From an optimization exercise on the open Yosys and OpenROAD flow, aimed at small area, a short achievable clock period and few clock cycles; shortcuts taken in it are not production practice.
In this exercise RTL edits were held to simulation tests only and were not proved equivalent to the original.

== the baseline ==
==> flow/design.v <==
module dm_cache_tag (
    input           clk,
    input           rst,
    input  [15:0]   req_line,      
    input           req_valid,
    input           req_write,
    input  [23:0]   req_tag,
    input  [15:0]   fill_line,     
    input           fill,
    input           fill_dirty,
    output [383:0]  tags,
    output [15:0]   valid,
    output [15:0]   dirty
);
reg [23:0] tag_mem [0:15];
reg [15:0] valid_r, dirty_r;
genvar i;
generate
    for (i = 0; i < 16; i = i + 1) begin : g_line
        always @(posedge clk)
            if (req_valid & req_line[i])
                tag_mem[i] <= req_tag;
        always @(posedge clk)
            if (rst)
                valid_r[i] <= 1'b0;
            else if (fill & fill_line[i])
                valid_r[i] <= 1'b1;
        always @(posedge clk)
            if (fill & fill_line[i])
                dirty_r[i] <= fill_dirty;
            else if (req_write & req_line[i])
                dirty_r[i] <= 1'b1;
        assign tags[i*24 +: 24] = tag_mem[i];
    end
endgenerate
assign valid = valid_r;
assign dirty = dirty_r;
endmodule
module dm_cache_data (
    input           clk,
    input  [15:0]   req_line,      
    input  [3:0]    req_word,      
    input           req_write,     
    input  [31:0]   req_data,
    input  [15:0]   fill_line,     
    input  [3:0]    fill_word,     
    input           fill,
    input  [127:0]  fill_data,
    output [2047:0] lines
);
reg [127:0] mem [0:15];
wire [127:0] din = fill ? fill_data : {4{req_data}};
genvar i, w;
generate
    for (i = 0; i < 16; i = i + 1) begin : g_line
        for (w = 0; w < 4; w = w + 1) begin : g_word
            always @(posedge clk)
                if ((fill & fill_line[i] & fill_word[w]) |
                    (req_write & req_line[i] & req_word[w]))
                    mem[i][w*32 +: 32] <= din[w*32 +: 32];
        end
        assign lines[i*128 +: 128] = mem[i];
    end
endgenerate
endmodule
`timescale 1ns/1ns
module dm_cache_controller (
    input clk,
    input rst,
    input               cpu_req_valid_i,
    input               cpu_req_rw_i,
    input [31:0]        cpu_req_addr_i,
    input [31:0]        cpu_req_data_i,
    output              cpu_data_ready_o,
    output [31:0]       cpu_data_o,
    input               mem_ready_i,
    input  [127:0]      mem_data_i,
    output              mem_req_valid_o,
    output              mem_req_rw_o,
    output [31:0]       mem_req_addr_o,
    output [127:0]      mem_req_data_o
);
wire [23:0] req_tag = cpu_req_addr_i[31:8];
wire [15:0] req_line = 16'b1 << cpu_req_addr_i[7:4];
wire [3:0]  req_word = 4'b1 << cpu_req_addr_i[3:2];
wire        req_write = cpu_req_valid_i & cpu_req_rw_i;
reg  [23:0] rtag;
reg  [3:0]  ridx;
reg  [3:0]  rword;       
reg         rrw;
reg         wait_wb;     
reg         wait_rd;     
reg         ready_r;
reg  [31:0] data_r;
reg         mvalid_r;
reg         mrw_r;
reg  [27:0] maddr_r;
reg  [127:0] mdata_r;
wire [383:0]  tags;
wire [15:0]   valid, dirty;
wire [2047:0] lines;
wire [15:0] rline = 16'b1 << ridx;
wire fill    = wait_rd & mem_ready_i;
wire wb_done = wait_wb & mem_ready_i;
reg  [127:0] line;
reg  [23:0]  vtag;
reg          vvalid, vdirty;
integer k;
always @(*) begin
    line = 128'b0;
    vtag = 24'b0;
    vvalid = 1'b0;
    vdirty = 1'b0;
    for (k = 0; k < 16; k = k + 1) begin
        line   = line   | (lines[k*128 +: 128] & {128{req_line[k]}});
        vtag   = vtag   | (tags[k*24 +: 24]    & {24{req_line[k]}});
        vvalid = vvalid | (valid[k] & req_line[k]);
        vdirty = vdirty | (dirty[k] & req_line[k]);
    end
end
reg hit;
always @(*) begin
    hit = 1'b0;
    for (k = 0; k < 16; k = k + 1)
        hit = hit | (req_line[k] & valid[k] & (tags[k*24 +: 24] == req_tag));
end
wire victim_dirty = vvalid & vdirty;
wire [31:0] req_word_data = (line[31:0]   & {32{req_word[0]}}) | (line[63:32]  & {32{req_word[1]}}) |
                            (line[95:64]  & {32{req_word[2]}}) | (line[127:96] & {32{req_word[3]}});
wire [31:0] fill_word_data = (mem_data_i[31:0]   & {32{rword[0]}}) | (mem_data_i[63:32]  & {32{rword[1]}}) |
                             (mem_data_i[95:64]  & {32{rword[2]}}) | (mem_data_i[127:96] & {32{rword[3]}});
assign cpu_data_ready_o = ready_r;
assign cpu_data_o       = data_r;
assign mem_req_valid_o  = mvalid_r | wb_done;
assign mem_req_rw_o     = mrw_r;
assign mem_req_addr_o   = {maddr_r, 4'b0};
assign mem_req_data_o   = mdata_r;
dm_cache_tag cache_tag (
    .clk(clk),
    .rst(rst),
    .req_line(req_line),
    .req_valid(cpu_req_valid_i),
    .req_write(req_write),
    .req_tag(req_tag),
    .fill_line(rline),
    .fill(fill),
    .fill_dirty(rrw),
    .tags(tags),
    .valid(valid),
    .dirty(dirty)
);
dm_cache_data cache_data (
    .clk(clk),
    .req_line(req_line),
    .req_word(req_word),
    .req_write(req_write),
    .req_data(cpu_req_data_i),
    .fill_line(rline),
    .fill_word(rrw ? ~rword : 4'b1111),
    .fill(fill),
    .fill_data(mem_data_i),
    .lines(lines)
);
always @(posedge clk) begin
    if (cpu_req_valid_i) begin
        rtag  <= req_tag;
        ridx  <= cpu_req_addr_i[7:4];
        rword <= req_word;
        rrw   <= cpu_req_rw_i;
    end
end
always @(posedge clk) begin
    data_r  <= fill ? fill_word_data : req_word_data;
    mdata_r <= line;
    maddr_r <= cpu_req_valid_i ? (victim_dirty ? {vtag, cpu_req_addr_i[7:4]} : cpu_req_addr_i[31:4])
                               : {rtag, ridx};
    mrw_r   <= cpu_req_valid_i & victim_dirty;
end
always @(posedge clk) begin
    if (rst) begin
        ready_r  <= 1'b0;
        mvalid_r <= 1'b0;
        wait_wb  <= 1'b0;
        wait_rd  <= 1'b0;
    end else begin
        ready_r  <= (cpu_req_valid_i & hit) | fill;
        mvalid_r <= cpu_req_valid_i & ~hit;
        if (cpu_req_valid_i & ~hit) begin
            wait_wb <= victim_dirty;
            wait_rd <= ~victim_dirty;
        end else if (wb_done) begin
            wait_wb <= 1'b0;
            wait_rd <= 1'b1;
        end else if (fill)
            wait_rd <= 1'b0;
    end
end
endmodule
Settings: LEC_CHECK=0, CAP_MARGIN=20, CORE_MARGIN=2, CORE_UTILIZATION=50, CTS_CLUSTER_DIAMETER=60, CTS_CLUSTER_SIZE=24, PLACE_DENSITY=0.65, SETUP_SLACK_MARGIN=2.2, SLEW_MARGIN=20; clock period 5.0 ns.
run.sh (not shown) runs the stock make flow with config.mk's settings and CLKGATE_MAP_FILE= SYNTH_SCRIPT=/design/flow/synth_recipe.tcl, a recipe that flattens the netlist after the stock synthesis.
Testbench counts of the baseline, summed over its fixed seeds: cycles 54,992.
## Diff of input files: the candidate against the baseline
Settings: CORE_UTILIZATION now 40, was 50; PLACE_DENSITY no longer set, was 0.65.
==> flow/flow/run.sh (new file) <==
#!/bin/bash
# Standard layout (the standard.sh: standard synthesis and the ORFS flow),
# with two changes: the port buffers are plain buffers instead of delay
# buffers, and clock tree synthesis inserts no dummy loads.
set -euo pipefail
export BUFFER_PORTS_ARGS="-buffer_cell sky130_fd_sc_hd__buf_1"
export CTS_ARGS="-sink_clustering_enable -repair_clock_nets -sink_clustering_size 24 -sink_clustering_max_diameter 60 -buf_list sky130_fd_sc_hd__clkbuf_16 -dont_use_dummy_load"
bash standard.sh > flow_standard.log 2>&1
==> flow/standard.sh (new file) <==
#!/bin/bash
# synth_recipe.tcl (not shown) runs the flow's synth.tcl, then flattens the netlist and writes it again
# the make line also repeats each setting of config.mk as NAME=value (left out here)
make -C /OpenROAD-flow-scripts/flow DESIGN_CONFIG=/design/flow/config.mk WORK_HOME=/design/flow/orfs CLKGATE_MAP_FILE= SYNTH_SCRIPT=/design/flow/synth_recipe.tcl "${@:-finish}"
removed: flow/run.sh
Findings:
Re last weighted congestion value of the routability-driven placer: the baseline and the candidate aren't equal, and the higher value belongs to the baseline.
Going from the baseline to the candidate, register-to-register slack grows by 0.04 ns.
Post-route worst setup slack delta for the candidate relative to the baseline: 0.089 ns lower

afterwards: timing with drivers on the ports:
The results above use ideal ports. As a check the final layouts listed here were re-extracted and re-timed, cells and wires unchanged.
Step 1 (the two cells are an assumption about what drives the block):
set clk [get_ports {clk}]
set_driving_cell -lib_cell sky130_fd_sc_hd__clkbuf_16 $clk
set_driving_cell -lib_cell sky130_fd_sc_hd__buf_2 [delete_from_list [all_inputs] $clk]
Step 2 times the ports against the registers' clock, not the clock port: input delays grow and output delays shrink by t, the midpoint of the rising clock arrivals with the driver on.
Slacks: no drivers / after step 1 / after step 2; pairs: no drivers / after step 1.
run	t (ns)	setup slack, ns	worst data-port slew with drivers (ns)
the baseline	0.953	2.020 / 1.962 / 1.010	0.29
the candidate	0.927	1.931 / 1.870 / 0.942	0.29
After both steps every run listed still meets setup and hold. The setup slack of the baseline, which loses most, moves by -0.058 ns with the drivers and by -1.010 ns with both steps.
